From an optimization exercise on the open Yosys and OpenROAD flow, aimed at small area; shortcuts taken in it are not production practice. In this exercise RTL edits were held to simulation tests only and were not proved equivalent to the original. No driver is modelled on the clock port, so clock power and skew are understated where the tree is cut down; a real chip needs a root buffer or a tree. No activity file was given, so power comes from the tool's default toggle rates.

Design dino_game, start of the top module:
module dino_game
	(
		input        clk,
		input        resetn,
		input        go,
		input        jump,
		output [7:0] x,
		output [6:0] y,
		output [2:0] colour,
		output       plot
	);
clock: 10.0 ns
lec_check: 0
abc_area: 1
cap_margin: 20
core_margin: 2
core_utilization: 40
slew_margin: 20
standard.sh (not shown) runs the stock make flow with config.mk's settings and CLKGATE_MAP_FILE= SYNTH_SCRIPT=/design/flow/synth_recipe.tcl, a recipe that flattens the netlist after the stock synthesis.
==> flow/flow/run.sh <==
#!/bin/bash
# Own layout flow:
#  1. the standard synthesis (standard.sh synth), unchanged;
#  2. the combinational logic between the registers is re-mapped by ABC for
#     area by 40 ABC scripts (five pre-passes, eight &deepsyn seeds);
#     registers keep their cells and names.
#     Each candidate is proved equivalent to the standard netlist (registers
#     paired by name) and the smallest is kept;
#  3. the standard ORFS layout from floorplan on, with buf_1 port buffers and
#     the clock tree made by clock_tree.tcl: three clkbuf_4 fed by the clock
#     port, each driving a third of the flip-flops.
set -euo pipefail
W=$PWD
F=$W/flow
R=$W/orfs/results/$FLOW_PLATFORM/dino_game/base
LIB=$FLOW_HOME/platforms/$FLOW_PLATFORM/lib/sky130_fd_sc_hd__tt_025C_1v80.lib
YOSYS=$FLOW_HOME/../tools/install/yosys/bin/yosys
[ -x "$YOSYS" ] || YOSYS=yosys

# 1. standard synthesis
bash standard.sh synth > $W/log_synth.log 2>&1
cp $R/1_2_yosys.v $W/std.v

# 2. re-map
python3 $F/cutff.py $W/std.v $W/std_cut.v
# candidate ABC scripts: a pre-pass (none, dc2, &syn2, &syn3, &dc2) then
# &deepsyn from a seed (stopping after 100 steps without improvement), then
# area mapping
pre_pass() {
  case $1 in
    none) ;;
    dc2) echo 'dc2' ;;
    syn2) printf '&get -n\n&syn2\n&put\n' ;;
    syn3) printf '&get -n\n&syn3\n&put\n' ;;
    gdc2) printf '&get -n\n&dc2\n&put\n' ;;
  esac
}
run_cand() {
  local p=$1 s=$2 c=$1_$2
  { echo strash; pre_pass $p; printf '&get -n\n&deepsyn -J 100 -T 100 -S %s\n&put\ndch -f\namap\ntopo\n' $s; } > $W/cand_$c.abc
  sed -e "s#@LIB@#$LIB#g" -e "s#@IN@#$W/std.v#g" -e "s#@OUT@#$W/cand_$c.v#g" \
      -e "s#@ABC@#$W/cand_$c.abc#g" $F/reopt.ys > $W/cand_$c.ys
  $YOSYS -s $W/cand_$c.ys > $W/log_cand_$c.log 2>&1 || return 0
  # equivalence with the standard netlist, registers cut and paired by name
  python3 $F/cutff.py $W/cand_$c.v $W/cand_${c}_cut.v
  cat > $W/eq_$c.ys <<EOS
read_liberty -ignore_miss_func $LIB
read_verilog $W/std_cut.v
rename dino_game gold
read_verilog $W/cand_${c}_cut.v
rename dino_game gate
hierarchy -check
flatten
opt_clean
miter -equiv -flatten gold gate miter
hierarchy -top miter
sat -verify -prove trigger 0 miter
EOS
  if $YOSYS -s $W/eq_$c.ys > $W/log_eq_$c.log 2>&1; then
    grep -m1 "Chip area" $W/log_cand_$c.log | awk -v c=$c '{print $NF, c}' >> $W/reopt_areas.txt
  fi
}
: > $W/reopt_areas.txt
n=0
for p in none dc2 syn2 syn3 gdc2; do
  for s in 1 2 3 4 5 6 7 8; do
    run_cand $p $s &
    n=$((n + 1))
    if [ $((n % NUM_CORES)) -eq 0 ]; then wait; fi
  done
done
wait
if [ -s $W/reopt_areas.txt ]; then
  c=$(sort -n $W/reopt_areas.txt | head -1 | awk '{print $2}')
  echo "using candidate $c: $(sort -n $W/reopt_areas.txt | head -1)" > $W/reopt_choice.txt
  cp $W/cand_$c.v $R/1_2_yosys.v
  rm -f $R/1_synth.odb $R/1_synth.sdc
else
  echo "no re-mapped netlist passed; standard netlist kept" > $W/reopt_choice.txt
fi

# 3. layout
export BUFFER_PORTS_ARGS="-buffer_cell sky130_fd_sc_hd__buf_1"
export PRE_CTS_TCL=$F/clock_tree.tcl
bash standard.sh > $W/log_layout.log 2>&1
==> flow/flow/clock_tree.tcl <==
# PRE_CTS_TCL hook: the clock tree is built here instead of by
# clock_tree_synthesis. The clock port drives nb leaf buffers of one type,
# each driving an equal share of the flip-flops (cut into runs by x), placed at
# the centre of its flip-flops; detailed placement then legalises them. All
# flip-flops are one buffer from the port, so their clock arrivals match.
set block [ord::get_db_block]
set db [ord::get_db]
set nb 3
set master [$db findMaster sky130_fd_sc_hd__clkbuf_4]
set clknet [$block findNet clk]
set sinks {}
foreach it [$clknet getITerms] {
  set i [$it getInst]
  set b [$i getBBox]
  lappend sinks [list $it [expr {([$b xMin] + [$b xMax]) / 2.0}] [expr {([$b yMin] + [$b yMax]) / 2.0}]]
}
# balanced groups: flip-flops sorted by x, cut into nb equal runs
set sorted [lsort -real -index 1 $sinks]
set n [llength $sorted]
set sinks {}
set assign {}
set cx [lrepeat $nb 0.0]; set cy [lrepeat $nb 0.0]; set sc [lrepeat $nb 0]
set idx 0
foreach s $sorted {
  set k [expr {int($idx * $nb / $n)}]
  lappend sinks $s; lappend assign $k
  lset cx $k [expr {[lindex $cx $k] + [lindex $s 1]}]
  lset cy $k [expr {[lindex $cy $k] + [lindex $s 2]}]
  lset sc $k [expr {[lindex $sc $k] + 1}]
  incr idx
}
for {set k 0} {$k < $nb} {incr k} {
  lset cx $k [expr {[lindex $cx $k] / [lindex $sc $k]}]
  lset cy $k [expr {[lindex $cy $k] / [lindex $sc $k]}]
}
for {set k 0} {$k < $nb} {incr k} {
  set net [odb::dbNet_create $block clknet_leaf_$k]
  $net setSigType CLOCK
  set inst [odb::dbInst_create $block $master clkbuf_leaf_$k]
  [$inst findITerm A] connect $clknet
  [$inst findITerm X] connect $net
  $inst setLocation [expr {int([lindex $cx $k])}] [expr {int([lindex $cy $k])}]
  $inst setPlacementStatus PLACED
  lappend nets $net
}
foreach s $sinks a $assign {
  set it [lindex $s 0]
  $it disconnect
  $it connect [lindex $nets $a]
}
puts "manual clock buffers: $nb x [$master getName], sinks per buffer: $sc"

set_propagated_clock [all_clocks]
# the tree is built: make cts.tcl's call of clock_tree_synthesis a no-op
rename clock_tree_synthesis cts_clock_tree_synthesis_unused
proc clock_tree_synthesis { args } {
  puts "clock_tree_synthesis skipped: the clock tree was built by the PRE_CTS_TCL hook"
}
Other scripts of this flow, unchanged in this note and not shown: flow/flow/cutff.py, flow/flow/reopt.ys
Then changed:
==> flow/flow/run.sh (replaced) <==
#!/bin/bash
# Own layout flow:
#  1. the standard synthesis (standard.sh synth), unchanged;
#  2. the combinational logic between the registers is re-mapped by ABC for
#     area, from several random seeds; registers keep their cells and names.
#     Each candidate is proved equivalent to the standard netlist (registers
#     paired by name) and the smallest is kept;
#  3. the standard ORFS layout from floorplan on, with buf_1 port buffers and
#     the clock tree made by clock_tree.tcl: three clkbuf_4 fed by the clock
#     port, each driving a third of the flip-flops.
set -euo pipefail
W=$PWD
F=$W/flow
R=$W/orfs/results/$FLOW_PLATFORM/dino_game/base
LIB=$FLOW_HOME/platforms/$FLOW_PLATFORM/lib/sky130_fd_sc_hd__tt_025C_1v80.lib
YOSYS=$FLOW_HOME/../tools/install/yosys/bin/yosys
[ -x "$YOSYS" ] || YOSYS=yosys

# 1. standard synthesis
bash standard.sh synth > $W/log_synth.log 2>&1
cp $R/1_2_yosys.v $W/std.v

# 2. re-map
python3 $F/cutff.py $W/std.v $W/std_cut.v
best=""; bestarea=""
run_seed() {
  local s=$1
  printf 'strash\n&get -n\n&deepsyn -T 20 -S %s\n&put\ndch -f\namap\ntopo\n' $s > $W/seed$s.abc
  sed -e "s#@LIB@#$LIB#g" -e "s#@IN@#$W/std.v#g" -e "s#@OUT@#$W/reopt$s.v#g" \
      -e "s#@ABC@#$W/seed$s.abc#g" $F/reopt.ys > $W/reopt$s.ys
  $YOSYS -s $W/reopt$s.ys > $W/log_reopt$s.log 2>&1 || return 0
  # equivalence with the standard netlist, registers cut and paired by name
  python3 $F/cutff.py $W/reopt$s.v $W/reopt${s}_cut.v
  cat > $W/eq$s.ys <<EOS
read_liberty -ignore_miss_func $LIB
read_verilog $W/std_cut.v
rename dino_game gold
read_verilog $W/reopt${s}_cut.v
rename dino_game gate
hierarchy -check
flatten
opt_clean
miter -equiv -flatten gold gate miter
hierarchy -top miter
sat -verify -prove trigger 0 miter
EOS
  if $YOSYS -s $W/eq$s.ys > $W/log_eq$s.log 2>&1; then
    grep -m1 "Chip area" $W/log_reopt$s.log | awk -v s=$s '{print $NF, s}' >> $W/reopt_areas.txt
  fi
}
: > $W/reopt_areas.txt
for s in 1 2 3 4; do run_seed $s & done; wait
for s in 5 6 7 8; do run_seed $s & done; wait
if [ -s $W/reopt_areas.txt ]; then
  s=$(sort -n $W/reopt_areas.txt | head -1 | awk '{print $2}')
  echo "using seed $s: $(sort -n $W/reopt_areas.txt | head -1)" > $W/reopt_choice.txt
  cp $W/reopt$s.v $R/1_2_yosys.v
  rm -f $R/1_synth.odb $R/1_synth.sdc
else
  echo "no re-mapped netlist passed; standard netlist kept" > $W/reopt_choice.txt
fi

# 3. layout
export BUFFER_PORTS_ARGS="-buffer_cell sky130_fd_sc_hd__buf_1"
export PRE_CTS_TCL=$F/clock_tree.tcl
bash standard.sh > $W/log_layout.log 2>&1
After rerunning: Die area goes up by 0.80%. Clock skew goes up by 0.0032 ns. Hold slack barely changes. Clock power barely changes.
Then changed:
--- a/flow/flow/run.sh
+++ b/flow/flow/run.sh
@@ -7,6 +7,6 @@
 #     paired by name) and the smallest is kept;
 #  3. the standard ORFS layout from floorplan on, with buf_1 port buffers and
-#     the clock tree made by clock_tree.tcl: three clkbuf_4 fed by the clock
-#     port, each driving a third of the flip-flops.
+#     the clock tree made by clock_tree.tcl: two clkbuf_8 fed by the clock
+#     port, each driving half of the flip-flops.
 set -euo pipefail
 W=$PWD
--- a/flow/flow/clock_tree.tcl
+++ b/flow/flow/clock_tree.tcl
@@ -6,6 +6,6 @@
 set block [ord::get_db_block]
 set db [ord::get_db]
-set nb 3
-set master [$db findMaster sky130_fd_sc_hd__clkbuf_4]
+set nb 2
+set master [$db findMaster sky130_fd_sc_hd__clkbuf_8]
 set clknet [$block findNet clk]
 set sinks {}
Outcome:
- The new run passed the timing, design-rule and antenna checks
- via count is lower by 1.5%
- setup slack hardly moves
- synthesized area does not change
In every run of this note, the design's own scripts or RTL, not TritonCTS, make the clock network.

separate check: timing with driven ports:
Ports are ideal in the flow. The routed layouts listed here were re-timed in OpenROAD. Step 1, drivers: a clkbuf_16 drives clk and a buf_2 each remaining input, both assumed. Step 2 also shifts input and output timing later by t, the mid clock arrival at the registers, as if the neighbouring blocks saw the same clock. Three values: ideal, step 1, step 2; two values: the first two.
run	t (ns)	setup WS [ns]	worst slew at a driven data input, ns	cell pins on the clock port's net
the first run	0.191	4.653 / 4.618 / 4.809	0.03	3
the second run	0.191	4.445 / 4.410 / 4.601	0.03	3
the third run	0.180	4.442 / 4.411 / 4.591	0.03	2
After both steps every run listed still meets setup and hold.
